Source: an optimization exercise on an open RTL-to-GDS flow (aim: small area). Production flows keep margins and buffers that such runs may drop. In this exercise RTL edits were held to simulation tests only and were not proved equivalent to the original. The flow treats the clock pin as an ideal source. Dropping or thinning the clock tree relies on that and would not hold on a real chip.

## 10-28
Design snake, start of the top module:
module snake(hex3_d,hex2_d,hex1_d,hex0_d,p,sw,button,clk,rst,step);
Size in the first run: about 100 flip-flops, roughly 4600 um^2 of cells after synthesis.
clock: 15.0 ns
lec_check: 0
cap_margin: 20
core_margin: 2
core_utilization: 75
gpl_timing_driven: 0
slew_margin: 20
standard.sh (not shown) runs the stock make flow with config.mk's settings and CLKGATE_MAP_FILE= SYNTH_SCRIPT=/design/flow/synth_recipe.tcl, a recipe that flattens the netlist after the stock synthesis.
==> flow/flow/run.sh <==
#!/bin/bash
# Own layout flow: the standard layout (standard.sh), with these changes:
#  - synthesis maps the logic with an area-oriented ABC script (flow/area.abc)
#    instead of ORFS's speed script; everything else in synthesis (the
#    script synth_recipe.tcl sources, the flattening and renaming) is unchanged,
#    so the registers are the standard synthesis's;
#  - the port buffers are the smallest buffer cell;
#  - the clock tree is built by flow/clock_tree.tcl (a root buffer and seven
#    buf_6 buffers, each driving a seventh of the registers) instead of by
#    TritonCTS;
set -euo pipefail
W=$(pwd)
export OWN_ABC_SCRIPT=$W/flow/area.abc
export OWN_CTS_ROOT=sky130_fd_sc_hd__clkbuf_2
export OWN_CTS_CELL=sky130_fd_sc_hd__buf_6
export OWN_CTS_NBUF=7

# ORFS's synth.tcl with only its ABC call changed
sed 's|log_cmd abc {\*}\$abc_args|log_cmd abc -script $::env(OWN_ABC_SCRIPT) {*}$lib_args {*}$lib_dont_use_args|' \
  "$FLOW_HOME/scripts/synth.tcl" > "$W/own_synth_core.tcl"
grep -q OWN_ABC_SCRIPT "$W/own_synth_core.tcl"
# The standard flow's synthesis script, sourcing that copy
sed "s|source \$::env(SCRIPTS_DIR)/synth.tcl|source $W/own_synth_core.tcl|" synth_recipe.tcl > "$W/own_synth.tcl"
grep -q own_synth_core "$W/own_synth.tcl"
# standard.sh with that synthesis script
sed "s|SYNTH_SCRIPT=[^ ]*|SYNTH_SCRIPT=$W/own_synth.tcl|" standard.sh > "$W/own_standard.sh"
grep -q own_synth.tcl "$W/own_standard.sh"

bash "$W/own_standard.sh" synth > "$W/synth.log" 2>&1
bash "$W/own_standard.sh" finish "BUFFER_PORTS_ARGS=-buffer_cell sky130_fd_sc_hd__buf_1" \
  "PRE_CTS_TCL=$W/flow/clock_tree.tcl" > "$W/layout.log" 2>&1
test -s "$W/out/final.def"
==> flow/flow/clock_tree.tcl <==
# Sourced by ORFS's cts.tcl before clock tree synthesis (PRE_CTS_TCL): builds
# a small two-level clock tree instead of TritonCTS's H-tree. The registers
# are split by placement into OWN_CTS_NBUF balanced groups (alternating
# median cuts in x and y). The clock port drives one root buffer
# (OWN_CTS_ROOT), placed at the centre of the registers, which drives one
# OWN_CTS_CELL buffer per group, placed at the group's centre; each of these
# drives its group's clock pins. clock_tree_synthesis then only marks the
# clock propagated.
set own_nbuf $::env(OWN_CTS_NBUF)
set own_cell $::env(OWN_CTS_CELL)
set own_block [ord::get_db_block]
set own_clk [$own_block findNet clk]
set own_master [[ord::get_db] findMaster $own_cell]

set own_sinks {}
foreach it [$own_clk getITerms] {
  set bb [[$it getInst] getBBox]
  lappend own_sinks [list $it [expr {([$bb xMin] + [$bb xMax]) / 2}] \
                             [expr {([$bb yMin] + [$bb yMax]) / 2}]]
}

proc own_out { inst } {
  foreach it [$inst getITerms] {
    if { [$it getIoType] == "OUTPUT" } { return $it }
  }
}

proc own_split { sinks n axis } {
  if { $n <= 1 } { return [list $sinks] }
  set idx [expr { $axis == 0 ? 1 : 2 }]
  set sorted [lsort -integer -index $idx $sinks]
  set m [expr { $n / 2 }]
  set half [expr { ([llength $sorted] * $m + $n / 2) / $n }]
  set a [lrange $sorted 0 [expr { $half - 1 }]]
  set b [lrange $sorted $half end]
  return [concat [own_split $a $m [expr { 1 - $axis }]] \
                 [own_split $b [expr { $n - $m }] [expr { 1 - $axis }]]]
}

set own_rx 0
set own_ry 0
foreach s $own_sinks {
  set own_rx [expr { $own_rx + [lindex $s 1] }]
  set own_ry [expr { $own_ry + [lindex $s 2] }]
}
set own_root [odb::dbInst_create $own_block [[ord::get_db] findMaster $::env(OWN_CTS_ROOT)] "clkbuf_own_root"]
set own_rnet [odb::dbNet_create $own_block "clk_own_root"]
$own_rnet setSigType CLOCK
[$own_root findITerm A] connect $own_clk
[own_out $own_root] connect $own_rnet
$own_root setLocation [expr { $own_rx / [llength $own_sinks] }] [expr { $own_ry / [llength $own_sinks] }]
$own_root setPlacementStatus PLACED

set own_k 0
foreach group [own_split $own_sinks $own_nbuf 0] {
  set sx 0
  set sy 0
  foreach s $group {
    set sx [expr { $sx + [lindex $s 1] }]
    set sy [expr { $sy + [lindex $s 2] }]
  }
  set cx [expr { $sx / [llength $group] }]
  set cy [expr { $sy / [llength $group] }]
  set inst [odb::dbInst_create $own_block $own_master "clkbuf_own_$own_k"]
  set net [odb::dbNet_create $own_block "clk_own_$own_k"]
  $net setSigType CLOCK
  [$inst findITerm A] connect $own_rnet
  [own_out $inst] connect $net
  foreach s $group {
    set it [lindex $s 0]
    $it disconnect
    $it connect $net
  }
  $inst setLocation $cx $cy
  $inst setPlacementStatus PLACED
  puts "own clock tree: buffer $own_k drives [llength $group] registers"
  incr own_k
}

rename clock_tree_synthesis own_unused_clock_tree_synthesis
proc clock_tree_synthesis { args } {
  set_propagated_clock [all_clocks]
}
Other scripts of this flow, unchanged in this note and not shown: flow/flow/area.abc
--- input diff 10-28..01-25 ---
diff --git a/flow/flow/run.sh b/flow/flow/run.sh
--- a/flow/flow/run.sh
+++ b/flow/flow/run.sh
@@ -7,5 +7,5 @@
 #  - the port buffers are the smallest buffer cell;
 #  - the clock tree is built by flow/clock_tree.tcl (a root buffer and seven
-#    buf_6 buffers, each driving a seventh of the registers) instead of by
+#    clkbuf_8 buffers, each driving a seventh of the registers) instead of by
 #    TritonCTS;
 set -euo pipefail
@@ -13,5 +13,5 @@
 export OWN_ABC_SCRIPT=$W/flow/area.abc
 export OWN_CTS_ROOT=sky130_fd_sc_hd__clkbuf_2
-export OWN_CTS_CELL=sky130_fd_sc_hd__buf_6
+export OWN_CTS_CELL=sky130_fd_sc_hd__clkbuf_8
 export OWN_CTS_NBUF=7
 
diff --git a/flow/flow/clock_tree.tcl b/flow/flow/clock_tree.tcl
--- a/flow/flow/clock_tree.tcl
+++ b/flow/flow/clock_tree.tcl
@@ -18,10 +18,4 @@
   lappend own_sinks [list $it [expr {([$bb xMin] + [$bb xMax]) / 2}] \
                              [expr {([$bb yMin] + [$bb yMax]) / 2}]]
-}
-
-proc own_out { inst } {
-  foreach it [$inst getITerms] {
-    if { [$it getIoType] == "OUTPUT" } { return $it }
-  }
 }
 
@@ -48,5 +42,5 @@
 $own_rnet setSigType CLOCK
 [$own_root findITerm A] connect $own_clk
-[own_out $own_root] connect $own_rnet
+[$own_root findITerm X] connect $own_rnet
 $own_root setLocation [expr { $own_rx / [llength $own_sinks] }] [expr { $own_ry / [llength $own_sinks] }]
 $own_root setPlacementStatus PLACED
@@ -66,5 +60,5 @@
   $net setSigType CLOCK
   [$inst findITerm A] connect $own_rnet
-  [own_out $inst] connect $net
+  [$inst findITerm X] connect $net
   foreach s $group {
     set it [lindex $s 0]
Results
Re adder-cell share of the synthesized area: no difference whatsoever between 01-25 and 10-28. 01-25 completed end to end with timing, DRC and antenna clean. Delta(routing usage on met1, 01-25 - 10-28) > 0. Looking only at met2 usage in global routing, and setting everything else aside, the lower value of 01-25 and 10-28 goes to 10-28. Maximum cell stage delay along the critical path on 01-25 is down relative to 10-28.
In every run of this note, the design's own scripts or RTL, not TritonCTS, make the clock network.

## what the ideal ports hide
No port has a modelled driver above. Below, the same layouts with a new extraction and two added sets of constraints.
Step 1, drivers: a clkbuf_16 drives clk and a buf_2 each remaining input, both assumed.
Step 2 also shifts input and output timing later by t, the mid clock arrival at the registers, as if the neighbouring blocks saw the same clock.
Three values: ideal, step 1, step 2; two values: the first two.
| run | shift t [ns] | setup slack, ns | worst register clock-pin slew, ns |
|---|---|---|---|
| 10-28 | 0.561 | 8.620 / 8.624 / 8.063 | 0.11 / 0.11 |
| 01-25 | 0.617 | 8.713 / 8.719 / 8.102 | 0.10 / 0.10 |
After both steps every run listed still meets setup and hold. The setup slack of 01-25, which loses most, moves by +0.006 ns with the drivers and by -0.611 ns with both steps.
